This design comes from an exercise in tuning for small area, a short achievable clock period and few clock cycles on the open sky130 flow, not from production work.
Only simulation tests tie the RTL to the original design; equivalence was not proved.

### flow/constraint.sdc
create_clock -name core_clock -period 5.0 [get_ports {clk}]
set_input_delay 1.0000 -clock core_clock [delete_from_list [all_inputs] [get_ports {clk}]]
set_output_delay 1.0000 -clock core_clock [all_outputs]
set_load 0.01 [all_outputs]
### flow/config.mk
export PLATFORM = sky130hd
export DESIGN_NAME = subterranean_lwc
export DESIGN_NICKNAME = subterranean_lwc
export VERILOG_FILES = /design/flow/design.v
export SDC_FILE = /design/flow/constraint.sdc
export NUM_CORES = 4
export LEC_CHECK = 0
export ABC_CLOCK_PERIOD_IN_PS = 2000
export CAP_MARGIN = 20
export CORE_MARGIN = 2
export CORE_UTILIZATION = 55
export CTS_CLUSTER_DIAMETER = 100
export CTS_CLUSTER_SIZE = 24
export PLACE_DENSITY = 0.75
export SETUP_SLACK_MARGIN = 2.8
export SLEW_MARGIN = 20
export TNS_END_PERCENT = 5
### flow/standard.sh
#!/bin/bash
# synth_recipe.tcl (not shown) runs the flow's synth.tcl, then flattens the netlist and writes it again
# the make line also repeats each setting of config.mk as NAME=value (left out here)
make -C /OpenROAD-flow-scripts/flow DESIGN_CONFIG=/design/flow/config.mk WORK_HOME=/design/flow/orfs CLKGATE_MAP_FILE= SYNTH_SCRIPT=/design/flow/synth_recipe.tcl "${@:-finish}"
### flow/design.v
`default_nettype    none
module subterranean_round
(
    input wire [256:0] a,
    input wire [32:0] din,
    output wire [256:0] o,
    output wire [31:0] dout
);
wire [256:0] a_after_chi_iota;
wire [256:0] a_after_theta;
assign a_after_chi_iota[0]     = ~(a[0]   ^   ((~a[1])     & a[2]));
assign a_after_chi_iota[254:1] = a[254:1] ^   ((~a[255:2]) & a[256:3]);
assign a_after_chi_iota[255]   = a[255]   ^   ((~a[256])   & a[0]);
assign a_after_chi_iota[256]   = a[256]   ^   ((~a[0])     & a[1]);
assign a_after_theta[12]  = a_after_chi_iota[12]  ^ a_after_chi_iota[15]  ^ a_after_chi_iota[20]  ^ din[0];
assign a_after_theta[56]  = a_after_chi_iota[56]  ^ a_after_chi_iota[59]  ^ a_after_chi_iota[64]  ^ din[1];
assign a_after_theta[90]  = a_after_chi_iota[90]  ^ a_after_chi_iota[93]  ^ a_after_chi_iota[98]  ^ din[2];
assign a_after_theta[163] = a_after_chi_iota[163] ^ a_after_chi_iota[166] ^ a_after_chi_iota[171] ^ din[3];
assign a_after_theta[161] = a_after_chi_iota[161] ^ a_after_chi_iota[164] ^ a_after_chi_iota[169] ^ din[4];
assign a_after_theta[66]  = a_after_chi_iota[66]  ^ a_after_chi_iota[69]  ^ a_after_chi_iota[74]  ^ din[5];
assign a_after_theta[51]  = a_after_chi_iota[51]  ^ a_after_chi_iota[54]  ^ a_after_chi_iota[59]  ^ din[6];
assign a_after_theta[238] = a_after_chi_iota[238] ^ a_after_chi_iota[241] ^ a_after_chi_iota[246] ^ din[7];
assign a_after_theta[254] = a_after_chi_iota[254] ^ a_after_chi_iota[0]   ^ a_after_chi_iota[5]   ^ din[8];
assign a_after_theta[243] = a_after_chi_iota[243] ^ a_after_chi_iota[246] ^ a_after_chi_iota[251] ^ din[9];
assign a_after_theta[106] = a_after_chi_iota[106] ^ a_after_chi_iota[109] ^ a_after_chi_iota[114] ^ din[10];
assign a_after_theta[152] = a_after_chi_iota[152] ^ a_after_chi_iota[155] ^ a_after_chi_iota[160] ^ din[11];
assign a_after_theta[24]  = a_after_chi_iota[24]  ^ a_after_chi_iota[27]  ^ a_after_chi_iota[32]  ^ din[12];
assign a_after_theta[112] = a_after_chi_iota[112] ^ a_after_chi_iota[115] ^ a_after_chi_iota[120] ^ din[13];
assign a_after_theta[180] = a_after_chi_iota[180] ^ a_after_chi_iota[183] ^ a_after_chi_iota[188] ^ din[14];
assign a_after_theta[69]  = a_after_chi_iota[69]  ^ a_after_chi_iota[72]  ^ a_after_chi_iota[77]  ^ din[15];
assign a_after_theta[65]  = a_after_chi_iota[65]  ^ a_after_chi_iota[68]  ^ a_after_chi_iota[73]  ^ din[16];
assign a_after_theta[132] = a_after_chi_iota[132] ^ a_after_chi_iota[135] ^ a_after_chi_iota[140] ^ din[17];
assign a_after_theta[102] = a_after_chi_iota[102] ^ a_after_chi_iota[105] ^ a_after_chi_iota[110] ^ din[18];
assign a_after_theta[219] = a_after_chi_iota[219] ^ a_after_chi_iota[222] ^ a_after_chi_iota[227] ^ din[19];
assign a_after_theta[251] = a_after_chi_iota[251] ^ a_after_chi_iota[254] ^ a_after_chi_iota[2]   ^ din[20];
assign a_after_theta[229] = a_after_chi_iota[229] ^ a_after_chi_iota[232] ^ a_after_chi_iota[237] ^ din[21];
assign a_after_theta[212] = a_after_chi_iota[212] ^ a_after_chi_iota[215] ^ a_after_chi_iota[220] ^ din[22];
assign a_after_theta[47]  = a_after_chi_iota[47]  ^ a_after_chi_iota[50]  ^ a_after_chi_iota[55]  ^ din[23];
assign a_after_theta[48]  = a_after_chi_iota[48]  ^ a_after_chi_iota[51]  ^ a_after_chi_iota[56]  ^ din[24];
assign a_after_theta[224] = a_after_chi_iota[224] ^ a_after_chi_iota[227] ^ a_after_chi_iota[232] ^ din[25];
assign a_after_theta[103] = a_after_chi_iota[103] ^ a_after_chi_iota[106] ^ a_after_chi_iota[111] ^ din[26];
assign a_after_theta[138] = a_after_chi_iota[138] ^ a_after_chi_iota[141] ^ a_after_chi_iota[146] ^ din[27];
assign a_after_theta[130] = a_after_chi_iota[130] ^ a_after_chi_iota[133] ^ a_after_chi_iota[138] ^ din[28];
assign a_after_theta[7]   = a_after_chi_iota[7]   ^ a_after_chi_iota[10]  ^ a_after_chi_iota[15]  ^ din[29];
assign a_after_theta[204] = a_after_chi_iota[204] ^ a_after_chi_iota[207] ^ a_after_chi_iota[212] ^ din[30];
assign a_after_theta[181] = a_after_chi_iota[181] ^ a_after_chi_iota[184] ^ a_after_chi_iota[189] ^ din[31];
assign a_after_theta[245] = a_after_chi_iota[245] ^ a_after_chi_iota[248] ^ a_after_chi_iota[253] ^ din[32];
assign a_after_theta[0] = a_after_chi_iota[0] ^ a_after_chi_iota[3] ^ a_after_chi_iota[8];
assign a_after_theta[36] = a_after_chi_iota[36] ^ a_after_chi_iota[39] ^ a_after_chi_iota[44];
assign a_after_theta[60] = a_after_chi_iota[60] ^ a_after_chi_iota[63] ^ a_after_chi_iota[68];
assign a_after_theta[72] = a_after_chi_iota[72] ^ a_after_chi_iota[75] ^ a_after_chi_iota[80];
assign a_after_theta[84] = a_after_chi_iota[84] ^ a_after_chi_iota[87] ^ a_after_chi_iota[92];
assign a_after_theta[96] = a_after_chi_iota[96] ^ a_after_chi_iota[99] ^ a_after_chi_iota[104];
assign a_after_theta[108] = a_after_chi_iota[108] ^ a_after_chi_iota[111] ^ a_after_chi_iota[116];
assign a_after_theta[120] = a_after_chi_iota[120] ^ a_after_chi_iota[123] ^ a_after_chi_iota[128];
assign a_after_theta[144] = a_after_chi_iota[144] ^ a_after_chi_iota[147] ^ a_after_chi_iota[152];
assign a_after_theta[156] = a_after_chi_iota[156] ^ a_after_chi_iota[159] ^ a_after_chi_iota[164];
assign a_after_theta[168] = a_after_chi_iota[168] ^ a_after_chi_iota[171] ^ a_after_chi_iota[176];
assign a_after_theta[192] = a_after_chi_iota[192] ^ a_after_chi_iota[195] ^ a_after_chi_iota[200];
assign a_after_theta[216] = a_after_chi_iota[216] ^ a_after_chi_iota[219] ^ a_after_chi_iota[224];
assign a_after_theta[228] = a_after_chi_iota[228] ^ a_after_chi_iota[231] ^ a_after_chi_iota[236];
assign a_after_theta[240] = a_after_chi_iota[240] ^ a_after_chi_iota[243] ^ a_after_chi_iota[248];
assign a_after_theta[252] = a_after_chi_iota[252] ^ a_after_chi_iota[255] ^ a_after_chi_iota[3];
assign a_after_theta[19] = a_after_chi_iota[19] ^ a_after_chi_iota[22] ^ a_after_chi_iota[27];
assign a_after_theta[31] = a_after_chi_iota[31] ^ a_after_chi_iota[34] ^ a_after_chi_iota[39];
assign a_after_theta[43] = a_after_chi_iota[43] ^ a_after_chi_iota[46] ^ a_after_chi_iota[51];
assign a_after_theta[55] = a_after_chi_iota[55] ^ a_after_chi_iota[58] ^ a_after_chi_iota[63];
assign a_after_theta[67] = a_after_chi_iota[67] ^ a_after_chi_iota[70] ^ a_after_chi_iota[75];
assign a_after_theta[79] = a_after_chi_iota[79] ^ a_after_chi_iota[82] ^ a_after_chi_iota[87];
assign a_after_theta[91] = a_after_chi_iota[91] ^ a_after_chi_iota[94] ^ a_after_chi_iota[99];
assign a_after_theta[115] = a_after_chi_iota[115] ^ a_after_chi_iota[118] ^ a_after_chi_iota[123];
assign a_after_theta[127] = a_after_chi_iota[127] ^ a_after_chi_iota[130] ^ a_after_chi_iota[135];
assign a_after_theta[139] = a_after_chi_iota[139] ^ a_after_chi_iota[142] ^ a_after_chi_iota[147];
assign a_after_theta[151] = a_after_chi_iota[151] ^ a_after_chi_iota[154] ^ a_after_chi_iota[159];
assign a_after_theta[175] = a_after_chi_iota[175] ^ a_after_chi_iota[178] ^ a_after_chi_iota[183];
assign a_after_theta[187] = a_after_chi_iota[187] ^ a_after_chi_iota[190] ^ a_after_chi_iota[195];
assign a_after_theta[199] = a_after_chi_iota[199] ^ a_after_chi_iota[202] ^ a_after_chi_iota[207];
assign a_after_theta[211] = a_after_chi_iota[211] ^ a_after_chi_iota[214] ^ a_after_chi_iota[219];
assign a_after_theta[223] = a_after_chi_iota[223] ^ a_after_chi_iota[226] ^ a_after_chi_iota[231];
assign a_after_theta[235] = a_after_chi_iota[235] ^ a_after_chi_iota[238] ^ a_after_chi_iota[243];
assign a_after_theta[247] = a_after_chi_iota[247] ^ a_after_chi_iota[250] ^ a_after_chi_iota[255];
assign a_after_theta[2] = a_after_chi_iota[2] ^ a_after_chi_iota[5] ^ a_after_chi_iota[10];
assign a_after_theta[14] = a_after_chi_iota[14] ^ a_after_chi_iota[17] ^ a_after_chi_iota[22];
assign a_after_theta[26] = a_after_chi_iota[26] ^ a_after_chi_iota[29] ^ a_after_chi_iota[34];
assign a_after_theta[38] = a_after_chi_iota[38] ^ a_after_chi_iota[41] ^ a_after_chi_iota[46];
assign a_after_theta[50] = a_after_chi_iota[50] ^ a_after_chi_iota[53] ^ a_after_chi_iota[58];
assign a_after_theta[62] = a_after_chi_iota[62] ^ a_after_chi_iota[65] ^ a_after_chi_iota[70];
assign a_after_theta[74] = a_after_chi_iota[74] ^ a_after_chi_iota[77] ^ a_after_chi_iota[82];
assign a_after_theta[86] = a_after_chi_iota[86] ^ a_after_chi_iota[89] ^ a_after_chi_iota[94];
assign a_after_theta[98] = a_after_chi_iota[98] ^ a_after_chi_iota[101] ^ a_after_chi_iota[106];
assign a_after_theta[110] = a_after_chi_iota[110] ^ a_after_chi_iota[113] ^ a_after_chi_iota[118];
assign a_after_theta[122] = a_after_chi_iota[122] ^ a_after_chi_iota[125] ^ a_after_chi_iota[130];
assign a_after_theta[134] = a_after_chi_iota[134] ^ a_after_chi_iota[137] ^ a_after_chi_iota[142];
assign a_after_theta[146] = a_after_chi_iota[146] ^ a_after_chi_iota[149] ^ a_after_chi_iota[154];
assign a_after_theta[158] = a_after_chi_iota[158] ^ a_after_chi_iota[161] ^ a_after_chi_iota[166];
assign a_after_theta[170] = a_after_chi_iota[170] ^ a_after_chi_iota[173] ^ a_after_chi_iota[178];
assign a_after_theta[182] = a_after_chi_iota[182] ^ a_after_chi_iota[185] ^ a_after_chi_iota[190];
assign a_after_theta[194] = a_after_chi_iota[194] ^ a_after_chi_iota[197] ^ a_after_chi_iota[202];
assign a_after_theta[206] = a_after_chi_iota[206] ^ a_after_chi_iota[209] ^ a_after_chi_iota[214];
assign a_after_theta[218] = a_after_chi_iota[218] ^ a_after_chi_iota[221] ^ a_after_chi_iota[226];
assign a_after_theta[230] = a_after_chi_iota[230] ^ a_after_chi_iota[233] ^ a_after_chi_iota[238];
assign a_after_theta[242] = a_after_chi_iota[242] ^ a_after_chi_iota[245] ^ a_after_chi_iota[250];
assign a_after_theta[9] = a_after_chi_iota[9] ^ a_after_chi_iota[12] ^ a_after_chi_iota[17];
assign a_after_theta[21] = a_after_chi_iota[21] ^ a_after_chi_iota[24] ^ a_after_chi_iota[29];
assign a_after_theta[33] = a_after_chi_iota[33] ^ a_after_chi_iota[36] ^ a_after_chi_iota[41];
assign a_after_theta[45] = a_after_chi_iota[45] ^ a_after_chi_iota[48] ^ a_after_chi_iota[53];
assign a_after_theta[57] = a_after_chi_iota[57] ^ a_after_chi_iota[60] ^ a_after_chi_iota[65];
assign a_after_theta[81] = a_after_chi_iota[81] ^ a_after_chi_iota[84] ^ a_after_chi_iota[89];
assign a_after_theta[93] = a_after_chi_iota[93] ^ a_after_chi_iota[96] ^ a_after_chi_iota[101];
assign a_after_theta[105] = a_after_chi_iota[105] ^ a_after_chi_iota[108] ^ a_after_chi_iota[113];
assign a_after_theta[117] = a_after_chi_iota[117] ^ a_after_chi_iota[120] ^ a_after_chi_iota[125];
assign a_after_theta[129] = a_after_chi_iota[129] ^ a_after_chi_iota[132] ^ a_after_chi_iota[137];
assign a_after_theta[141] = a_after_chi_iota[141] ^ a_after_chi_iota[144] ^ a_after_chi_iota[149];
assign a_after_theta[153] = a_after_chi_iota[153] ^ a_after_chi_iota[156] ^ a_after_chi_iota[161];
assign a_after_theta[165] = a_after_chi_iota[165] ^ a_after_chi_iota[168] ^ a_after_chi_iota[173];
assign a_after_theta[177] = a_after_chi_iota[177] ^ a_after_chi_iota[180] ^ a_after_chi_iota[185];
assign a_after_theta[189] = a_after_chi_iota[189] ^ a_after_chi_iota[192] ^ a_after_chi_iota[197];
assign a_after_theta[201] = a_after_chi_iota[201] ^ a_after_chi_iota[204] ^ a_after_chi_iota[209];
assign a_after_theta[213] = a_after_chi_iota[213] ^ a_after_chi_iota[216] ^ a_after_chi_iota[221];
assign a_after_theta[225] = a_after_chi_iota[225] ^ a_after_chi_iota[228] ^ a_after_chi_iota[233];
assign a_after_theta[237] = a_after_chi_iota[237] ^ a_after_chi_iota[240] ^ a_after_chi_iota[245];
assign a_after_theta[249] = a_after_chi_iota[249] ^ a_after_chi_iota[252] ^ a_after_chi_iota[0];
assign a_after_theta[4] = a_after_chi_iota[4] ^ a_after_chi_iota[7] ^ a_after_chi_iota[12];
assign a_after_theta[16] = a_after_chi_iota[16] ^ a_after_chi_iota[19] ^ a_after_chi_iota[24];
assign a_after_theta[28] = a_after_chi_iota[28] ^ a_after_chi_iota[31] ^ a_after_chi_iota[36];
assign a_after_theta[40] = a_after_chi_iota[40] ^ a_after_chi_iota[43] ^ a_after_chi_iota[48];
assign a_after_theta[52] = a_after_chi_iota[52] ^ a_after_chi_iota[55] ^ a_after_chi_iota[60];
assign a_after_theta[64] = a_after_chi_iota[64] ^ a_after_chi_iota[67] ^ a_after_chi_iota[72];
assign a_after_theta[76] = a_after_chi_iota[76] ^ a_after_chi_iota[79] ^ a_after_chi_iota[84];
assign a_after_theta[88] = a_after_chi_iota[88] ^ a_after_chi_iota[91] ^ a_after_chi_iota[96];
assign a_after_theta[100] = a_after_chi_iota[100] ^ a_after_chi_iota[103] ^ a_after_chi_iota[108];
assign a_after_theta[124] = a_after_chi_iota[124] ^ a_after_chi_iota[127] ^ a_after_chi_iota[132];
assign a_after_theta[136] = a_after_chi_iota[136] ^ a_after_chi_iota[139] ^ a_after_chi_iota[144];
assign a_after_theta[148] = a_after_chi_iota[148] ^ a_after_chi_iota[151] ^ a_after_chi_iota[156];
assign a_after_theta[160] = a_after_chi_iota[160] ^ a_after_chi_iota[163] ^ a_after_chi_iota[168];
assign a_after_theta[172] = a_after_chi_iota[172] ^ a_after_chi_iota[175] ^ a_after_chi_iota[180];
assign a_after_theta[184] = a_after_chi_iota[184] ^ a_after_chi_iota[187] ^ a_after_chi_iota[192];
assign a_after_theta[196] = a_after_chi_iota[196] ^ a_after_chi_iota[199] ^ a_after_chi_iota[204];
assign a_after_theta[208] = a_after_chi_iota[208] ^ a_after_chi_iota[211] ^ a_after_chi_iota[216];
assign a_after_theta[220] = a_after_chi_iota[220] ^ a_after_chi_iota[223] ^ a_after_chi_iota[228];
assign a_after_theta[232] = a_after_chi_iota[232] ^ a_after_chi_iota[235] ^ a_after_chi_iota[240];
assign a_after_theta[244] = a_after_chi_iota[244] ^ a_after_chi_iota[247] ^ a_after_chi_iota[252];
assign a_after_theta[256] = a_after_chi_iota[256] ^ a_after_chi_iota[2] ^ a_after_chi_iota[7];
assign a_after_theta[11] = a_after_chi_iota[11] ^ a_after_chi_iota[14] ^ a_after_chi_iota[19];
assign a_after_theta[23] = a_after_chi_iota[23] ^ a_after_chi_iota[26] ^ a_after_chi_iota[31];
assign a_after_theta[35] = a_after_chi_iota[35] ^ a_after_chi_iota[38] ^ a_after_chi_iota[43];
assign a_after_theta[59] = a_after_chi_iota[59] ^ a_after_chi_iota[62] ^ a_after_chi_iota[67];
assign a_after_theta[71] = a_after_chi_iota[71] ^ a_after_chi_iota[74] ^ a_after_chi_iota[79];
assign a_after_theta[83] = a_after_chi_iota[83] ^ a_after_chi_iota[86] ^ a_after_chi_iota[91];
assign a_after_theta[95] = a_after_chi_iota[95] ^ a_after_chi_iota[98] ^ a_after_chi_iota[103];
assign a_after_theta[107] = a_after_chi_iota[107] ^ a_after_chi_iota[110] ^ a_after_chi_iota[115];
assign a_after_theta[119] = a_after_chi_iota[119] ^ a_after_chi_iota[122] ^ a_after_chi_iota[127];
assign a_after_theta[131] = a_after_chi_iota[131] ^ a_after_chi_iota[134] ^ a_after_chi_iota[139];
assign a_after_theta[143] = a_after_chi_iota[143] ^ a_after_chi_iota[146] ^ a_after_chi_iota[151];
assign a_after_theta[155] = a_after_chi_iota[155] ^ a_after_chi_iota[158] ^ a_after_chi_iota[163];
assign a_after_theta[167] = a_after_chi_iota[167] ^ a_after_chi_iota[170] ^ a_after_chi_iota[175];
assign a_after_theta[179] = a_after_chi_iota[179] ^ a_after_chi_iota[182] ^ a_after_chi_iota[187];
assign a_after_theta[191] = a_after_chi_iota[191] ^ a_after_chi_iota[194] ^ a_after_chi_iota[199];
assign a_after_theta[203] = a_after_chi_iota[203] ^ a_after_chi_iota[206] ^ a_after_chi_iota[211];
assign a_after_theta[215] = a_after_chi_iota[215] ^ a_after_chi_iota[218] ^ a_after_chi_iota[223];
assign a_after_theta[227] = a_after_chi_iota[227] ^ a_after_chi_iota[230] ^ a_after_chi_iota[235];
assign a_after_theta[239] = a_after_chi_iota[239] ^ a_after_chi_iota[242] ^ a_after_chi_iota[247];
assign a_after_theta[6] = a_after_chi_iota[6] ^ a_after_chi_iota[9] ^ a_after_chi_iota[14];
assign a_after_theta[18] = a_after_chi_iota[18] ^ a_after_chi_iota[21] ^ a_after_chi_iota[26];
assign a_after_theta[30] = a_after_chi_iota[30] ^ a_after_chi_iota[33] ^ a_after_chi_iota[38];
assign a_after_theta[42] = a_after_chi_iota[42] ^ a_after_chi_iota[45] ^ a_after_chi_iota[50];
assign a_after_theta[54] = a_after_chi_iota[54] ^ a_after_chi_iota[57] ^ a_after_chi_iota[62];
assign a_after_theta[78] = a_after_chi_iota[78] ^ a_after_chi_iota[81] ^ a_after_chi_iota[86];
assign a_after_theta[114] = a_after_chi_iota[114] ^ a_after_chi_iota[117] ^ a_after_chi_iota[122];
assign a_after_theta[126] = a_after_chi_iota[126] ^ a_after_chi_iota[129] ^ a_after_chi_iota[134];
assign a_after_theta[150] = a_after_chi_iota[150] ^ a_after_chi_iota[153] ^ a_after_chi_iota[158];
assign a_after_theta[162] = a_after_chi_iota[162] ^ a_after_chi_iota[165] ^ a_after_chi_iota[170];
assign a_after_theta[174] = a_after_chi_iota[174] ^ a_after_chi_iota[177] ^ a_after_chi_iota[182];
assign a_after_theta[186] = a_after_chi_iota[186] ^ a_after_chi_iota[189] ^ a_after_chi_iota[194];
assign a_after_theta[198] = a_after_chi_iota[198] ^ a_after_chi_iota[201] ^ a_after_chi_iota[206];
assign a_after_theta[210] = a_after_chi_iota[210] ^ a_after_chi_iota[213] ^ a_after_chi_iota[218];
assign a_after_theta[222] = a_after_chi_iota[222] ^ a_after_chi_iota[225] ^ a_after_chi_iota[230];
assign a_after_theta[234] = a_after_chi_iota[234] ^ a_after_chi_iota[237] ^ a_after_chi_iota[242];
assign a_after_theta[246] = a_after_chi_iota[246] ^ a_after_chi_iota[249] ^ a_after_chi_iota[254];
assign a_after_theta[1] = a_after_chi_iota[1] ^ a_after_chi_iota[4] ^ a_after_chi_iota[9];
assign a_after_theta[13] = a_after_chi_iota[13] ^ a_after_chi_iota[16] ^ a_after_chi_iota[21];
assign a_after_theta[25] = a_after_chi_iota[25] ^ a_after_chi_iota[28] ^ a_after_chi_iota[33];
assign a_after_theta[37] = a_after_chi_iota[37] ^ a_after_chi_iota[40] ^ a_after_chi_iota[45];
assign a_after_theta[49] = a_after_chi_iota[49] ^ a_after_chi_iota[52] ^ a_after_chi_iota[57];
assign a_after_theta[61] = a_after_chi_iota[61] ^ a_after_chi_iota[64] ^ a_after_chi_iota[69];
assign a_after_theta[73] = a_after_chi_iota[73] ^ a_after_chi_iota[76] ^ a_after_chi_iota[81];
assign a_after_theta[85] = a_after_chi_iota[85] ^ a_after_chi_iota[88] ^ a_after_chi_iota[93];
assign a_after_theta[97] = a_after_chi_iota[97] ^ a_after_chi_iota[100] ^ a_after_chi_iota[105];
assign a_after_theta[109] = a_after_chi_iota[109] ^ a_after_chi_iota[112] ^ a_after_chi_iota[117];
assign a_after_theta[121] = a_after_chi_iota[121] ^ a_after_chi_iota[124] ^ a_after_chi_iota[129];
assign a_after_theta[133] = a_after_chi_iota[133] ^ a_after_chi_iota[136] ^ a_after_chi_iota[141];
assign a_after_theta[145] = a_after_chi_iota[145] ^ a_after_chi_iota[148] ^ a_after_chi_iota[153];
assign a_after_theta[157] = a_after_chi_iota[157] ^ a_after_chi_iota[160] ^ a_after_chi_iota[165];
assign a_after_theta[169] = a_after_chi_iota[169] ^ a_after_chi_iota[172] ^ a_after_chi_iota[177];
assign a_after_theta[193] = a_after_chi_iota[193] ^ a_after_chi_iota[196] ^ a_after_chi_iota[201];
assign a_after_theta[205] = a_after_chi_iota[205] ^ a_after_chi_iota[208] ^ a_after_chi_iota[213];
assign a_after_theta[217] = a_after_chi_iota[217] ^ a_after_chi_iota[220] ^ a_after_chi_iota[225];
assign a_after_theta[241] = a_after_chi_iota[241] ^ a_after_chi_iota[244] ^ a_after_chi_iota[249];
assign a_after_theta[253] = a_after_chi_iota[253] ^ a_after_chi_iota[256] ^ a_after_chi_iota[4];
assign a_after_theta[8] = a_after_chi_iota[8] ^ a_after_chi_iota[11] ^ a_after_chi_iota[16];
assign a_after_theta[20] = a_after_chi_iota[20] ^ a_after_chi_iota[23] ^ a_after_chi_iota[28];
assign a_after_theta[32] = a_after_chi_iota[32] ^ a_after_chi_iota[35] ^ a_after_chi_iota[40];
assign a_after_theta[44] = a_after_chi_iota[44] ^ a_after_chi_iota[47] ^ a_after_chi_iota[52];
assign a_after_theta[68] = a_after_chi_iota[68] ^ a_after_chi_iota[71] ^ a_after_chi_iota[76];
assign a_after_theta[80] = a_after_chi_iota[80] ^ a_after_chi_iota[83] ^ a_after_chi_iota[88];
assign a_after_theta[92] = a_after_chi_iota[92] ^ a_after_chi_iota[95] ^ a_after_chi_iota[100];
assign a_after_theta[104] = a_after_chi_iota[104] ^ a_after_chi_iota[107] ^ a_after_chi_iota[112];
assign a_after_theta[116] = a_after_chi_iota[116] ^ a_after_chi_iota[119] ^ a_after_chi_iota[124];
assign a_after_theta[128] = a_after_chi_iota[128] ^ a_after_chi_iota[131] ^ a_after_chi_iota[136];
assign a_after_theta[140] = a_after_chi_iota[140] ^ a_after_chi_iota[143] ^ a_after_chi_iota[148];
assign a_after_theta[164] = a_after_chi_iota[164] ^ a_after_chi_iota[167] ^ a_after_chi_iota[172];
assign a_after_theta[176] = a_after_chi_iota[176] ^ a_after_chi_iota[179] ^ a_after_chi_iota[184];
assign a_after_theta[188] = a_after_chi_iota[188] ^ a_after_chi_iota[191] ^ a_after_chi_iota[196];
assign a_after_theta[200] = a_after_chi_iota[200] ^ a_after_chi_iota[203] ^ a_after_chi_iota[208];
assign a_after_theta[236] = a_after_chi_iota[236] ^ a_after_chi_iota[239] ^ a_after_chi_iota[244];
assign a_after_theta[248] = a_after_chi_iota[248] ^ a_after_chi_iota[251] ^ a_after_chi_iota[256];
assign a_after_theta[3] = a_after_chi_iota[3] ^ a_after_chi_iota[6] ^ a_after_chi_iota[11];
assign a_after_theta[15] = a_after_chi_iota[15] ^ a_after_chi_iota[18] ^ a_after_chi_iota[23];
assign a_after_theta[27] = a_after_chi_iota[27] ^ a_after_chi_iota[30] ^ a_after_chi_iota[35];
assign a_after_theta[39] = a_after_chi_iota[39] ^ a_after_chi_iota[42] ^ a_after_chi_iota[47];
assign a_after_theta[63] = a_after_chi_iota[63] ^ a_after_chi_iota[66] ^ a_after_chi_iota[71];
assign a_after_theta[75] = a_after_chi_iota[75] ^ a_after_chi_iota[78] ^ a_after_chi_iota[83];
assign a_after_theta[87] = a_after_chi_iota[87] ^ a_after_chi_iota[90] ^ a_after_chi_iota[95];
assign a_after_theta[99] = a_after_chi_iota[99] ^ a_after_chi_iota[102] ^ a_after_chi_iota[107];
assign a_after_theta[111] = a_after_chi_iota[111] ^ a_after_chi_iota[114] ^ a_after_chi_iota[119];
assign a_after_theta[123] = a_after_chi_iota[123] ^ a_after_chi_iota[126] ^ a_after_chi_iota[131];
assign a_after_theta[135] = a_after_chi_iota[135] ^ a_after_chi_iota[138] ^ a_after_chi_iota[143];
assign a_after_theta[147] = a_after_chi_iota[147] ^ a_after_chi_iota[150] ^ a_after_chi_iota[155];
assign a_after_theta[159] = a_after_chi_iota[159] ^ a_after_chi_iota[162] ^ a_after_chi_iota[167];
assign a_after_theta[171] = a_after_chi_iota[171] ^ a_after_chi_iota[174] ^ a_after_chi_iota[179];
assign a_after_theta[183] = a_after_chi_iota[183] ^ a_after_chi_iota[186] ^ a_after_chi_iota[191];
assign a_after_theta[195] = a_after_chi_iota[195] ^ a_after_chi_iota[198] ^ a_after_chi_iota[203];
assign a_after_theta[207] = a_after_chi_iota[207] ^ a_after_chi_iota[210] ^ a_after_chi_iota[215];
assign a_after_theta[231] = a_after_chi_iota[231] ^ a_after_chi_iota[234] ^ a_after_chi_iota[239];
assign a_after_theta[255] = a_after_chi_iota[255] ^ a_after_chi_iota[1] ^ a_after_chi_iota[6];
assign a_after_theta[10] = a_after_chi_iota[10] ^ a_after_chi_iota[13] ^ a_after_chi_iota[18];
assign a_after_theta[22] = a_after_chi_iota[22] ^ a_after_chi_iota[25] ^ a_after_chi_iota[30];
assign a_after_theta[34] = a_after_chi_iota[34] ^ a_after_chi_iota[37] ^ a_after_chi_iota[42];
assign a_after_theta[46] = a_after_chi_iota[46] ^ a_after_chi_iota[49] ^ a_after_chi_iota[54];
assign a_after_theta[58] = a_after_chi_iota[58] ^ a_after_chi_iota[61] ^ a_after_chi_iota[66];
assign a_after_theta[70] = a_after_chi_iota[70] ^ a_after_chi_iota[73] ^ a_after_chi_iota[78];
assign a_after_theta[82] = a_after_chi_iota[82] ^ a_after_chi_iota[85] ^ a_after_chi_iota[90];
assign a_after_theta[94] = a_after_chi_iota[94] ^ a_after_chi_iota[97] ^ a_after_chi_iota[102];
assign a_after_theta[118] = a_after_chi_iota[118] ^ a_after_chi_iota[121] ^ a_after_chi_iota[126];
assign a_after_theta[142] = a_after_chi_iota[142] ^ a_after_chi_iota[145] ^ a_after_chi_iota[150];
assign a_after_theta[154] = a_after_chi_iota[154] ^ a_after_chi_iota[157] ^ a_after_chi_iota[162];
assign a_after_theta[166] = a_after_chi_iota[166] ^ a_after_chi_iota[169] ^ a_after_chi_iota[174];
assign a_after_theta[178] = a_after_chi_iota[178] ^ a_after_chi_iota[181] ^ a_after_chi_iota[186];
assign a_after_theta[190] = a_after_chi_iota[190] ^ a_after_chi_iota[193] ^ a_after_chi_iota[198];
assign a_after_theta[202] = a_after_chi_iota[202] ^ a_after_chi_iota[205] ^ a_after_chi_iota[210];
assign a_after_theta[214] = a_after_chi_iota[214] ^ a_after_chi_iota[217] ^ a_after_chi_iota[222];
assign a_after_theta[226] = a_after_chi_iota[226] ^ a_after_chi_iota[229] ^ a_after_chi_iota[234];
assign a_after_theta[250] = a_after_chi_iota[250] ^ a_after_chi_iota[253] ^ a_after_chi_iota[1];
assign a_after_theta[5] = a_after_chi_iota[5] ^ a_after_chi_iota[8] ^ a_after_chi_iota[13];
assign a_after_theta[17] = a_after_chi_iota[17] ^ a_after_chi_iota[20] ^ a_after_chi_iota[25];
assign a_after_theta[29] = a_after_chi_iota[29] ^ a_after_chi_iota[32] ^ a_after_chi_iota[37];
assign a_after_theta[41] = a_after_chi_iota[41] ^ a_after_chi_iota[44] ^ a_after_chi_iota[49];
assign a_after_theta[53] = a_after_chi_iota[53] ^ a_after_chi_iota[56] ^ a_after_chi_iota[61];
assign a_after_theta[77] = a_after_chi_iota[77] ^ a_after_chi_iota[80] ^ a_after_chi_iota[85];
assign a_after_theta[89] = a_after_chi_iota[89] ^ a_after_chi_iota[92] ^ a_after_chi_iota[97];
assign a_after_theta[101] = a_after_chi_iota[101] ^ a_after_chi_iota[104] ^ a_after_chi_iota[109];
assign a_after_theta[113] = a_after_chi_iota[113] ^ a_after_chi_iota[116] ^ a_after_chi_iota[121];
assign a_after_theta[125] = a_after_chi_iota[125] ^ a_after_chi_iota[128] ^ a_after_chi_iota[133];
assign a_after_theta[137] = a_after_chi_iota[137] ^ a_after_chi_iota[140] ^ a_after_chi_iota[145];
assign a_after_theta[149] = a_after_chi_iota[149] ^ a_after_chi_iota[152] ^ a_after_chi_iota[157];
assign a_after_theta[173] = a_after_chi_iota[173] ^ a_after_chi_iota[176] ^ a_after_chi_iota[181];
assign a_after_theta[185] = a_after_chi_iota[185] ^ a_after_chi_iota[188] ^ a_after_chi_iota[193];
assign a_after_theta[197] = a_after_chi_iota[197] ^ a_after_chi_iota[200] ^ a_after_chi_iota[205];
assign a_after_theta[209] = a_after_chi_iota[209] ^ a_after_chi_iota[212] ^ a_after_chi_iota[217];
assign a_after_theta[221] = a_after_chi_iota[221] ^ a_after_chi_iota[224] ^ a_after_chi_iota[229];
assign a_after_theta[233] = a_after_chi_iota[233] ^ a_after_chi_iota[236] ^ a_after_chi_iota[241];
generate
    genvar gen_j;
    for (gen_j = 0; gen_j < 257; gen_j = gen_j + 1) begin: pi_step
        assign o[gen_j] = a_after_theta[(12*gen_j) % 257];
    end
endgenerate
assign dout[0]  = a[1]   ^ a[256];
assign dout[1]  = a[176] ^ a[81];
assign dout[2]  = a[136] ^ a[121];
assign dout[3]  = a[35]  ^ a[222];
assign dout[4]  = a[249] ^ a[8];
assign dout[5]  = a[134] ^ a[123];
assign dout[6]  = a[197] ^ a[60];
assign dout[7]  = a[234] ^ a[23];
assign dout[8]  = a[64]  ^ a[193];
assign dout[9]  = a[213] ^ a[44];
assign dout[10] = a[223] ^ a[34];
assign dout[11] = a[184] ^ a[73];
assign dout[12] = a[2]   ^ a[255];
assign dout[13] = a[95]  ^ a[162];
assign dout[14] = a[15]  ^ a[242];
assign dout[15] = a[70]  ^ a[187];
assign dout[16] = a[241] ^ a[16];
assign dout[17] = a[11]  ^ a[246];
assign dout[18] = a[137] ^ a[120];
assign dout[19] = a[211] ^ a[46];
assign dout[20] = a[128] ^ a[129];
assign dout[21] = a[169] ^ a[88];
assign dout[22] = a[189] ^ a[68];
assign dout[23] = a[111] ^ a[146];
assign dout[24] = a[4]   ^ a[253];
assign dout[25] = a[190] ^ a[67];
assign dout[26] = a[30]  ^ a[227];
assign dout[27] = a[140] ^ a[117];
assign dout[28] = a[225] ^ a[32];
assign dout[29] = a[22]  ^ a[235];
assign dout[30] = a[17]  ^ a[240];
assign dout[31] = a[165] ^ a[92];
endmodule
`default_nettype    none
module subterranean_lwc
#(parameter ASYNC_RSTN = 0,
parameter G_PWIDTH = 32,
parameter G_SWIDTH = 32,
parameter G_SEGMENT_SIZE_BITS = 16,
parameter G_HASH_SIZE_WORDS = 8,
parameter G_TAG_SIZE_WORDS = 4
)
(
    input wire clk,
    input wire rst,
    input wire [(G_PWIDTH-1):0] pdi_data,
    input wire pdi_valid,
    output wire pdi_ready,
    input wire [(G_SWIDTH-1):0] sdi_data,
    input wire sdi_valid,
    output wire sdi_ready,
    output wire [(G_PWIDTH-1):0] do_data,
    output wire do_valid,
    input wire do_ready,
    output wire do_last
);
localparam P_IDLE = 4'd0,  P_NHDR = 4'd1,  P_NDAT = 4'd2,  P_AHDR = 4'd3,
           P_ADAT = 4'd4,  P_PHDR = 4'd5,  P_PDAT = 4'd6,  P_TAG  = 4'd7,
           P_THDR = 4'd8,  P_TDAT = 4'd9,  P_SQ   = 4'd10, P_STAT = 4'd11,
           P_HHDR = 4'd12, P_HDAT = 4'd13, P_INST = 4'd14;
function [31:0] bswap(input [31:0] x);
    bswap = {x[7:0], x[15:8], x[23:16], x[31:24]};
endfunction
reg [14:0] ph;          
reg [256:0] st;
reg [4:0] nr;           
reg nz;                 
reg [3:0] cnt;          
reg [15:0] len;         
reg lastw;              
reg [2:0] wsize;        
reg eot;
reg dec;
reg fail;
reg hlast;              
reg [3:0] bsel;         
reg [3:0] bsel_n;
reg ms;                 
reg dsel;               
reg kw;                 
reg [1:0] sph;          
reg [1:0] kcnt;
reg kact;               
reg hfirst;             
reg spend;              
reg hpend;              
reg pinst_v, pinst_h;   
reg pv, pc;             
reg [32:0] o0, o1;
reg v0, v1;
reg prdy, srdy;         
reg m_key;              
reg m_word;             
reg m_hash;             
reg m_sq;               
reg m_t;                
reg dfull;              
reg [14:0] ph_n;
reg [3:0] cnt_n;
reg [15:0] len_n;
reg lastw_n;
reg [2:0] wsize_n;
reg eot_n, dec_n, fail_n, kact_n, hfirst_n, hlast_n, spend_n, hpend_n, pinst_v_n, pinst_h_n, nxt, nxh;
reg [1:0] sph_n, kcnt_n;
wire ptake = pdi_valid & prdy;
wire stake = sdi_valid & srdy;
wire qpush = (pdi_valid & pv) | pc;
wire [4:0] nr_dec = nz ? 5'd0 : (nr - 5'd1);
wire hdr0 = (pdi_data[15:0] == 16'd0);
wire wr_ok = ~v1;
wire pop = v0 & do_ready;
wire [31:0] z;
wire [31:0] y;
wire hdr_le4 = (pdi_data[15:3] == 13'd0) && ((pdi_data[2] == 1'b0) || (pdi_data[1:0] == 2'b00));
wire [2:0] hdr_ws = hdr_le4 ? pdi_data[2:0] : 3'd4;
wire len_le8 = (len[15:4] == 12'd0) && ((len[3] == 1'b0) || (len[2:0] == 3'b000));
wire [2:0] len_ws = len_le8 ? (len[2:0] ^ 3'b100) : 3'd4;
always @(*) begin
    ph_n = ph;
    hlast_n = hlast;
    cnt_n = cnt;
    len_n = len;
    lastw_n = lastw;
    wsize_n = wsize;
    eot_n = eot;
    dec_n = dec;
    fail_n = fail;
    kact_n = kact;
    hfirst_n = hfirst;
    spend_n = spend;
    hpend_n = hpend;
    pinst_v_n = pinst_v;
    pinst_h_n = pinst_h;
    bsel_n = bsel;
    sph_n = sph;
    kcnt_n = kcnt;
    if (stake) begin
        case (sph)
            2'd0 : sph_n = 2'd1;
            2'd1 : begin sph_n = 2'd2; kcnt_n = 2'd0; end
            default : begin
                kcnt_n = kcnt + 2'd1;
                if (kcnt == 2'd3) begin
                    sph_n = 2'd0;
                    kact_n = 1'b0;
                end
            end
        endcase
    end
        if (ph[P_IDLE] & ptake) begin
            hfirst_n = 1'b1;
            case (pdi_data[31:28])
                4'h7 : begin
                    kact_n = 1'b1;
                    begin ph_n[P_IDLE] = 1'b0; ph_n[P_INST] = 1'b1; end
                end
                4'h8 : begin ph_n[P_IDLE] = 1'b0; ph_n[P_HHDR] = 1'b1; end
                default : ;
            endcase
        end
        if (ph[P_INST] & ptake) begin
            dec_n = pdi_data[28];
            begin ph_n[P_INST] = 1'b0; ph_n[P_NHDR] = 1'b1; end
        end
        if (ph[P_NHDR] & ptake) begin
            cnt_n = 4'd4;
            begin ph_n[P_NHDR] = 1'b0; ph_n[P_NDAT] = 1'b1; end
        end
        if (ph[P_NDAT] & ptake) begin
            cnt_n = cnt - 4'd1;
            if (cnt == 4'd1) begin
                begin ph_n[P_NDAT] = 1'b0; ph_n[P_AHDR] = 1'b1; end
            end
        end
        if (ph[P_AHDR] & ptake) begin
            len_n = pdi_data[15:0];
            lastw_n = hdr_le4;
            wsize_n = hdr_ws;
            eot_n = pdi_data[25];
            if (pdi_data[15:0] == 16'd0) begin
                begin ph_n[P_AHDR] = 1'b0; ph_n[P_PHDR] = 1'b1; end
            end else
                begin ph_n[P_AHDR] = 1'b0; ph_n[P_ADAT] = 1'b1; end
        end
        if (ph[P_ADAT] & ptake) begin
            len_n = len - 16'd4;
                lastw_n = len_le8;
                wsize_n = len_ws;
            if (lastw) begin
                if (eot) begin
                    begin ph_n[P_ADAT] = 1'b0; ph_n[P_PHDR] = 1'b1; end
                end else
                    begin ph_n[P_ADAT] = 1'b0; ph_n[P_AHDR] = 1'b1; end
            end
        end
        if (ph[P_PHDR] & ptake) begin
            len_n = pdi_data[15:0];
            lastw_n = hdr_le4;
            wsize_n = hdr_ws;
            eot_n = pdi_data[25];
            if (pdi_data[15:0] == 16'd0) begin
                ph_n[P_PHDR] = 1'b0;
                if (dec) ph_n[P_THDR] = 1'b1; else ph_n[P_TAG] = 1'b1;
            end else
                begin ph_n[P_PHDR] = 1'b0; ph_n[P_PDAT] = 1'b1; end
        end
        if (ph[P_PDAT] & ptake) begin
            len_n = len - 16'd4;
                lastw_n = len_le8;
                wsize_n = len_ws;
            if (lastw) begin
                if (eot) begin
                    ph_n[P_PDAT] = 1'b0;
                    if (dec) ph_n[P_THDR] = 1'b1; else ph_n[P_TAG] = 1'b1;
                end else
                    begin ph_n[P_PDAT] = 1'b0; ph_n[P_PHDR] = 1'b1; end
            end
        end
        if (ph[P_TAG] & wr_ok) begin
            cnt_n = 4'd4;
            begin ph_n[P_TAG] = 1'b0; ph_n[P_SQ] = 1'b1; end
        end
        if (ph[P_THDR] & ptake) begin
            cnt_n = 4'd4;
            begin ph_n[P_THDR] = 1'b0; ph_n[P_TDAT] = 1'b1; end
        end
        if (ph[P_TDAT] & ptake) begin
            if ((bswap(pdi_data) != z) && (cnt != 4'd1)) fail_n = 1'b1;
            cnt_n = cnt - 4'd1;
            if (cnt == 4'd1) begin ph_n[P_TDAT] = 1'b0; ph_n[P_IDLE] = 1'b1; spend_n = 1'b1; end
        end
        nxt = pinst_v | ptake;
        nxh = pinst_v ? pinst_h : (pdi_data[31:28] == 4'h8);
        if (ph[P_SQ] & ptake) begin
            pinst_v_n = nxt;
            pinst_h_n = nxh;
        end
        if (ph[P_SQ] & m_sq) begin
            cnt_n = cnt - 4'd1;
            if (cnt == 4'd1) begin
                ph_n[P_SQ] = 1'b0;
                spend_n = 1'b1;
                pinst_v_n = 1'b0;
                if (nxt) begin
                    hfirst_n = 1'b1;
                    if (nxh) ph_n[P_HHDR] = 1'b1;
                    else begin ph_n[P_INST] = 1'b1; kact_n = 1'b1; end
                end else
                    ph_n[P_IDLE] = 1'b1;
            end
        end
        if (spend & wr_ok) begin
            spend_n = 1'b0;
            fail_n = 1'b0;
        end else if (hpend & wr_ok)
            hpend_n = 1'b0;
        if (ph[P_HHDR] & ptake) begin
            hfirst_n = 1'b0;
            if (hfirst) hpend_n = 1'b1;
            len_n = pdi_data[15:0];
            lastw_n = hdr_le4;
            wsize_n = hdr_ws;
            eot_n = pdi_data[25];
            bsel_n = 4'b0001;
            hlast_n = (pdi_data[15:0] == 16'd1);
            if (pdi_data[15:0] == 16'd0) begin
                cnt_n = 4'd8;
                begin ph_n[P_HHDR] = 1'b0; ph_n[P_SQ] = 1'b1; end
            end else
                begin ph_n[P_HHDR] = 1'b0; ph_n[P_HDAT] = 1'b1; end
        end
        if (ph[P_HDAT] & pdi_valid & m_hash) begin
            bsel_n = {bsel[2:0], bsel[3]};
            hlast_n = (bsel[0] & (wsize == 3'd2)) | (bsel[1] & (wsize == 3'd3)) | (bsel[2] & (wsize == 3'd4));
            if (ptake) begin
                bsel_n = 4'b0001;
                hlast_n = (len == 16'd5);
                len_n = len - 16'd4;
                lastw_n = len_le8;
                wsize_n = len_ws;
                if (lastw) begin
                    if (eot) begin
                        cnt_n = 4'd8;
                        begin ph_n[P_HDAT] = 1'b0; ph_n[P_SQ] = 1'b1; end
                    end else
                        begin ph_n[P_HDAT] = 1'b0; ph_n[P_HHDR] = 1'b1; end
                end
            end
        end
end
wire keylast = stake & (sph == 2'd2) & (kcnt == 2'd3);
wire habs = ph[P_HDAT] & pdi_valid & m_hash;
wire nr_set = keylast | habs
            | (ptake & ((ph[P_NDAT] & (cnt == 4'd1))
                      | ((ph[P_AHDR] | ph[P_PHDR] | ph[P_HHDR]) & hdr0)
                      | (ph[P_ADAT] & lastw & eot & (wsize == 3'd4))
                      | (ph[P_PDAT] & lastw & eot)));
wire [4:0] nr_n =
      ({5{keylast}} & 5'd1)
    | ({5{ptake & ph[P_NDAT] & (cnt == 4'd1)}} & 5'd9)
    | ({5{ptake & ph[P_AHDR] & hdr0}} & (nz ? 5'd1 : nr))
    | ({5{ptake & ph[P_ADAT] & lastw & eot & (wsize == 3'd4)}} & 5'd1)
    | ({5{ptake & ph[P_PHDR] & hdr0}} & (nz ? 5'd9 : (nr + 5'd8)))
    | ({5{ptake & ph[P_PDAT] & lastw & eot}} & ((wsize == 3'd4) ? 5'd9 : 5'd8))
    | ({5{ptake & ph[P_HHDR] & hdr0}} & (nz ? 5'd10 : (nr + 5'd9)))
    | ({5{habs & ~(ptake & lastw & eot)}} & 5'd1)
    | ({5{habs & ptake & lastw & eot}} & 5'd11)
    | ({5{~nr_set}} & nr_dec);
wire nz_n = (nr[4:1] == 4'd0) & ~nr_set;
reg [32:0] pw;
always @(*) begin
    pw = 33'd0;
    if (spend)
        pw = {1'b1, fail ? 4'hF : 4'hE, 28'd0};
    else if (hpend)
        pw = {1'b0, 4'h9, 4'h3, 8'h00, 16'd32};
    else if (ph[P_PHDR])
        pw = {1'b0, dec ? 4'h4 : 4'h5, 2'b00, pdi_data[25], dec & pdi_data[25], 8'h00, pdi_data[15:0]};
    else if (ph[P_PDAT])
        pw = {lastw & eot, bswap(y)};
    else if (ph[P_TAG])
        pw = {1'b0, 32'h83000010};
    else if (ph[P_SQ])
        pw = {cnt == 4'd1, bswap(z)};
end
reg v0_n, v1_n;
always @(*) begin
    v0_n = v0;
    v1_n = v1;
    if (v1) begin
        if (pop) v1_n = 1'b0;
    end else if (qpush) begin
        if (v0 & ~pop) v1_n = 1'b1;
        else v0_n = 1'b1;
    end else if (pop) begin
        v0_n = 1'b0;
    end
end
wire wr_ok_n = ~v1_n;
reg prdy_n, m_word_n, m_hash_n, m_sq_n;
always @(*) begin
    prdy_n = 1'b0;
    m_word_n = 1'b0;
    m_hash_n = 1'b0;
    m_sq_n = 1'b0;
    prdy_n = (ph_n[P_SQ] & ~pinst_v_n) | ph_n[P_IDLE] | ph_n[P_INST] | ph_n[P_NHDR] | ph_n[P_AHDR] | ph_n[P_THDR]
           | ph_n[P_HHDR] | (ph_n[P_PHDR] & wr_ok_n & ~spend_n & ~hpend_n)
           | (ph_n[P_NDAT] & ~kact_n & nz_n)
           | ((ph_n[P_ADAT] | ph_n[P_TDAT]) & nz_n)
           | (ph_n[P_PDAT] & nz_n & wr_ok_n)
           | (ph_n[P_HDAT] & nz_n & hlast_n);
    m_word_n = ((ph_n[P_NDAT] & ~kact_n) | ph_n[P_ADAT] | (ph_n[P_PDAT] & wr_ok_n)) & nz_n;
    m_hash_n = ph_n[P_HDAT] & nz_n;
    m_sq_n = ph_n[P_SQ] & nz_n & wr_ok_n & ~spend_n & ~hpend_n;
end
wire srdy_n = (sph_n != 2'd2) | (kact_n & nz_n);
wire pv_n = (ph_n[P_PHDR] & wr_ok_n & ~spend_n & ~hpend_n) | (ph_n[P_PDAT] & nz_n & wr_ok_n);
wire pc_n = m_sq_n | ((ph_n[P_TAG] | spend_n | hpend_n) & wr_ok_n);
wire m_key_n = (sph_n == 2'd2) & kact_n & nz_n;
wire m_t_n = ph_n[P_TDAT] & nz_n;
wire kabs_n = (sph_n == 2'd2) & kact_n;
wire dfull_n = kabs_n | ph_n[P_NDAT];
always @(posedge clk) begin
    if (rst) begin
        ph <= 15'd1 << P_IDLE;
        nr <= 5'd0;
        nz <= 1'b1;
        sph <= 2'd0;
        kact <= 1'b0;
        spend <= 1'b0;
        hpend <= 1'b0;
        pinst_v <= 1'b0;
        fail <= 1'b0;
        v0 <= 1'b0;
        v1 <= 1'b0;
        prdy <= 1'b0;
        srdy <= 1'b0;
        m_key <= 1'b0;
        m_word <= 1'b0;
        m_hash <= 1'b0;
        m_sq <= 1'b0;
        pv <= 1'b0;
        pc <= 1'b0;
        m_t <= 1'b0;
        dfull <= 1'b0;
    end else begin
        ph <= ph_n;
        nr <= nr_n;
        nz <= nz_n;
        sph <= sph_n;
        kact <= kact_n;
        spend <= spend_n;
        hpend <= hpend_n;
        pinst_v <= pinst_v_n;
        fail <= fail_n;
        v0 <= v0_n;
        v1 <= v1_n;
        prdy <= prdy_n;
        srdy <= srdy_n;
        m_key <= m_key_n;
        m_word <= m_word_n;
        m_hash <= m_hash_n;
        m_sq <= m_sq_n;
        pv <= pv_n;
        pc <= pc_n;
        m_t <= m_t_n;
        dfull <= dfull_n;
    end
end
always @(posedge clk) begin
    cnt <= cnt_n;
    len <= len_n;
    lastw <= lastw_n;
    wsize <= wsize_n;
    eot <= eot_n;
    dec <= dec_n;
    bsel <= bsel_n;
    ms <= kabs_n;
    dsel <= dec_n & ph_n[P_PDAT];
    kw <= m_key_n | m_word_n;
    hlast <= hlast_n;
    kcnt <= kcnt_n;
    hfirst <= hfirst_n;
    pinst_h <= pinst_h_n;
end
always @(posedge clk) begin
    if (v1) begin
        if (pop) o0 <= o1;
    end else if (qpush) begin
        if (v0 & ~pop) o1 <= pw;
        else o0 <= pw;
    end
end
wire [256:0] st_next;
reg [32:0] din;
wire [2:0] dsize = dfull ? 3'd4 : wsize;
wire [3:0] mb = {dsize == 3'd4, dsize >= 3'd3, dsize >= 3'd2, dsize >= 3'd1};
wire [3:0] mp = ms ? 4'b0000 : mb;
reg [4:0] padv;         
always @(*) begin
    case (dsize)
        3'd0 : padv = 5'b00001;
        3'd1 : padv = 5'b00010;
        3'd2 : padv = 5'b00100;
        3'd3 : padv = 5'b01000;
        default : padv = 5'b10000;
    endcase
end
wire [31:0] mask = {{8{mb[3]}}, {8{mb[2]}}, {8{mb[1]}}, {8{mb[0]}}};
wire [31:0] x = (bswap(pdi_data) & {{8{mp[3]}}, {8{mp[2]}}, {8{mp[1]}}, {8{mp[0]}}})
              | (bswap(sdi_data) & {32{ms}});
assign y = (z ^ x) & mask;
wire [7:0] hbyte = (pdi_data[31:24] & {8{bsel[0]}}) | (pdi_data[23:16] & {8{bsel[1]}})
                 | (pdi_data[15:8] & {8{bsel[2]}}) | (pdi_data[7:0] & {8{bsel[3]}});
always @(*) begin
    din[31:0] = ((dsel ? y : x) & {32{kw}}) | {24'd0, hbyte & {8{m_hash}}};
    din[32] = kw & padv[4];
    din[0] = din[0] | (kw ? padv[0] : ~m_hash);
    din[8] = din[8] | (kw ? padv[1] : m_hash);
    din[16] = din[16] | (kw & padv[2]);
    din[24] = din[24] | (kw & padv[3]);
end
subterranean_round round (
    .a(st),
    .din(din),
    .o(st_next),
    .dout(z)
);
wire do_round = ~nz | (sdi_valid & m_key) | (pdi_valid & (m_word | m_hash | m_t)) | m_sq;
wire init = (ptake & ph[P_IDLE]) | (ph[P_SQ] & m_sq & (cnt == 4'd1) & (pinst_v | ptake));
always @(posedge clk) begin
    if (init)
        st <= 257'd0;
    else if (do_round)
        st <= st_next;
end
assign pdi_ready = prdy;
assign sdi_ready = srdy;
assign do_data = o0[31:0];
assign do_last = o0[32];
assign do_valid = v0;
endmodule
### flow/flow/run.sh
#!/bin/bash
# The standard layout, except that the port buffers are plain buffers
# (buffer_ports otherwise picks a delay cell, clkdlybuf4s50_1, for them).
set -euo pipefail
export BUFFER_PORTS_ARGS="-buffer_cell sky130_fd_sc_hd__buf_4"
bash standard.sh finish > make_finish.log 2>&1
==> results.json <==
{
  "worstHoldPathType": "reg2reg",
  "cts.htree.levels": 1,
  "portBuffers": 104,
  "crit_type": "in2reg",
  "hold_violations": 0,
  "start_kind": "primary input",
  "slew_headroom": 0.397,
  "final_cell_mix": "xnor2_1 (868), nor2_1 (389), dfxtp_1 (297), nor2b_1 (276), a211oi_1 (261)",
  "worstPathArrival_ns": 2.86,
  "cts_num_sinks": 400,
  "cp_slowest_stage_delay_ns": 0.39,
  "overflow": 0,
  "yosys_warnings": 1,
  "wirelength_microns": 98000,
  "routed_via_density": 6.18,
  "critPathSlowestCell": "nor3_4",
  "start_util": 0.558,
  "drtAntennaViolNets": 0,
  "synth_seq_cells": 400,
  "rsz0062_at_grt": "true",
  "via_count": 23500,
  "cts-root-buf": "clkbuf_16",
  "syn-cell-area_sq_um": 27300,
  "area_growth_syn_to_layout_pct": 10.4,
  "design.die.area_sq_um": 51400,
  "cp_cell_sequence": "buf_4, nor4_4, nand4_1, nor3_4, a21oi_4, o21a_1, nand2b_1, a311oi_1",
  "cts-buffers-inserted": 21,
  "yosysTopAreaCellShare": 0.282,
  "ys_seq_area_frac": 0.321,
  "cts_tree": "done",
  "synth_top_area_cell": "xnor2_1",
  "syn_nets": 3222,
  "syn_inst": 3144,
  "crit_path_max_fanout": 8,
  "period_share": 0.478,
  "report.final.slew_viol_count": 0,
  "grt_max_degree": 115,
  "insertion_delay_ns": 0.57,
  "dp_slack_ns": 1.51,
  "die_w_microns": 227,
  "synth_area_per_cell_sq_um": 8.68,
  "synth_top_flop_cell": "dfxtp_1",
  "status": "complete, no violations",
  "cts_hold_buffers": 0,
  "clk_pin_slew_worst_paths_ns": 0.10,
  "netlist_top_cells_area": "xnor2_1 (28%), dfxtp_1 (24%), edfxtp_1 (8.4%)",
  "cap_violations": 0,
  "wire_per_inst_microns": 25.7,
  "required_ns": 5.48,
  "worstMarginPinSlew_ns": 0.898,
  "nets": 3212,
  "drcViolationCount": 0,
  "critPathCaptureType": "flip-flop",
  "synth_edf_count": 76,
  "async_flop_share": 0,
  "antenna_found_initial": 0,
  "fp.dieH_microns": 227,
  "drive_gt1_frac": 0.107,
  "synth_cell_types": 74,
  "rows": 81,
  "ioPinCount": 105,
  "antenna_cells": 0,
  "setup_tns_ns": 0,
  "dp_hpwl_microns": 72900,
  "coreArea_sq_um": 49000,
  "grt_pass1_wl_microns": 142000,
  "cts_buffer_depth": 3,
  "firstDrtPassIters": 6,
  "drt_iter0_markers": 2823,
  "final_common_cell": "xnor2_1",
  "first_global_vias": 21600,
  "setup_slack_ns": 2.61,
  "skew_ns": 0.0250,
  "grtUsageTotal": 0.373,
  "setup_viol": 0,
  "min_period_ns": 2.39,
  "routabilityCongestion": 1.00,
  "fmax_mhz": 419
}
through the flow:
step | std cells | cell area [sq um] | hold slack [ns] | util
after floorplan | 3144 | 27300 | 0.440 | -
after global placement | 3735 | 28300 | 0.453 | 0.579
after detailed placement | 3735 | 28300 | 0.473 | 0.579
after CTS | 3785 | 29600 | 0.489 | 0.604
after global routing | 3807 | 30100 | 0.539 | 0.616
final | 3807 | 30100 | 0.492 | 0.616
critical path, delay by kind of cell:
kind            cells  cell delay (ns)
buf+inv             1             0.19
compound gates      3             0.56
simple gates        4             1.08
synthesized netlist by cell type, types with 14 or more instances:
| cell | instances |
|---|---|
| xnor2_1 | 880 |
| nor2_1 | 393 |
| dfxtp_1 | 324 |
| nor2b_1 | 279 |
| a211oi_1 | 264 |
| clkbuf_1 | 158 |
| nand2_1 | 102 |
| a21oi_1 | 78 |
| edfxtp_1 | 76 |
| xor2_1 | 54 |
| o21ai_0 | 50 |
| mux2i_1 | 44 |
| o22ai_1 | 42 |
| a22oi_1 | 36 |
| nor3_1 | 34 |
| inv_1 | 23 |
| o31ai_1 | 22 |
| buf_2 | 21 |
| mux2_2 | 21 |
| o21ai_1 | 20 |
| nand3_1 | 19 |
| nand4_1 | 19 |
| nor3b_1 | 19 |
| a221oi_1 | 15 |
| and2_1 | 14 |
kinds of logic (layout without fill, tap and decap cells):
group | Yosys count | count (layout) | share of synthesized area
adders and majority gates | 9 | 9 | 0.00413
AOI/OAI and AO/OA | 581 | 581 | 0.147
DFF | 400 | 400 | 0.321
buffers and inverters | 216 | 214 | 0.0316
xor gates and xnor gates | 934 | 934 | 0.300
muxes | 65 | 65 | 0.0248
and+or+nand+nor | 939 | 940 | 0.172
metal layers:
| metal | part of all wire | wire length (microns) | vias up | GRT usage |
|---|---|---|---|---|
| li1 | - | - | 10700 | - |
| met1 | 0.42 | 41600 | 11400 | 0.535 |
| met2 | 0.42 | 41000 | 1232 | 0.545 |
| met3 | 0.11 | 10300 | 210 | 0.0622 |
| met4 | 0.051 | 5040 | 0 | 0.167 |
| met5 | 0 | 0 | - | 0 |
registers in the layout, summed over array words and instances, names as in the netlist, 2 cells and up:
| register | flops |
|---|---|
| sph | 2 |
| bsel | 4 |
| ph | 14 |
| st | 257 |
| nr | 5 |
| o0 | 33 |
| cnt | 4 |
| o1 | 33 |
| kcnt | 2 |
| wsize | 3 |
| len | 16 |
worst paths after layout:
| path | slack [ns] | cells after the start | end | startpoint |
|---|---|---|---|---|
| min reg2reg | 0.49 | 2 | hfirst | hfirst |
| max reg2reg | 2.67 | 8 | m_sq | cnt[1] |
| min | 0.49 | 2 | hfirst | hfirst |
| max | 2.61 | 8 | pc | pdi_data[10] |
layout make-up:
class	count	area, sq um
timing repair buffer	159	1480
multi-input combinational	2529	18300
clock inverter	5	47.5
tap	664	831
clock buffer	27	548
fill	4258	18800
sequential	400	8820
inverter	23	93.8
repair_timing:
action                     in CTS  in global routing
buffers inserted               13                 19
pin swaps                      10                  6
gates cloned                    5                  3
setup endpoints to repair     375                309
resized for setup              74                 81
Testbench counts, summed over its fixed seeds: cycles 13,182.

[re-timing with driven ports]
In the flow no input, the clock included, has a driving cell. The finished layout below was timed again as built, in two steps. Step 1, drivers: a clkbuf_16 drives clk and a buf_2 each remaining input, both assumed. Step 2 adds t to the input delays and takes it off the output delays; t is the mean of the earliest and latest rising clock arrival at the registers after step 1. Input paths then give back, and output paths get back, about the clock's delay inside the block. Slacks: ideal ports / drivers / drivers and shift; pairs: ideal ports / drivers.
t, ns: 0.621
setup slack, ns: 2.612 / 2.647 / 2.026
worst hold slack (ns): 0.492 / 0.492 / 0.492
clock arrival spread, ns: 0.029 / 0.029
After both steps setup and hold are still met in this run. The setup slack of this run moves by +0.035 ns with the drivers and by -0.586 ns with both steps.
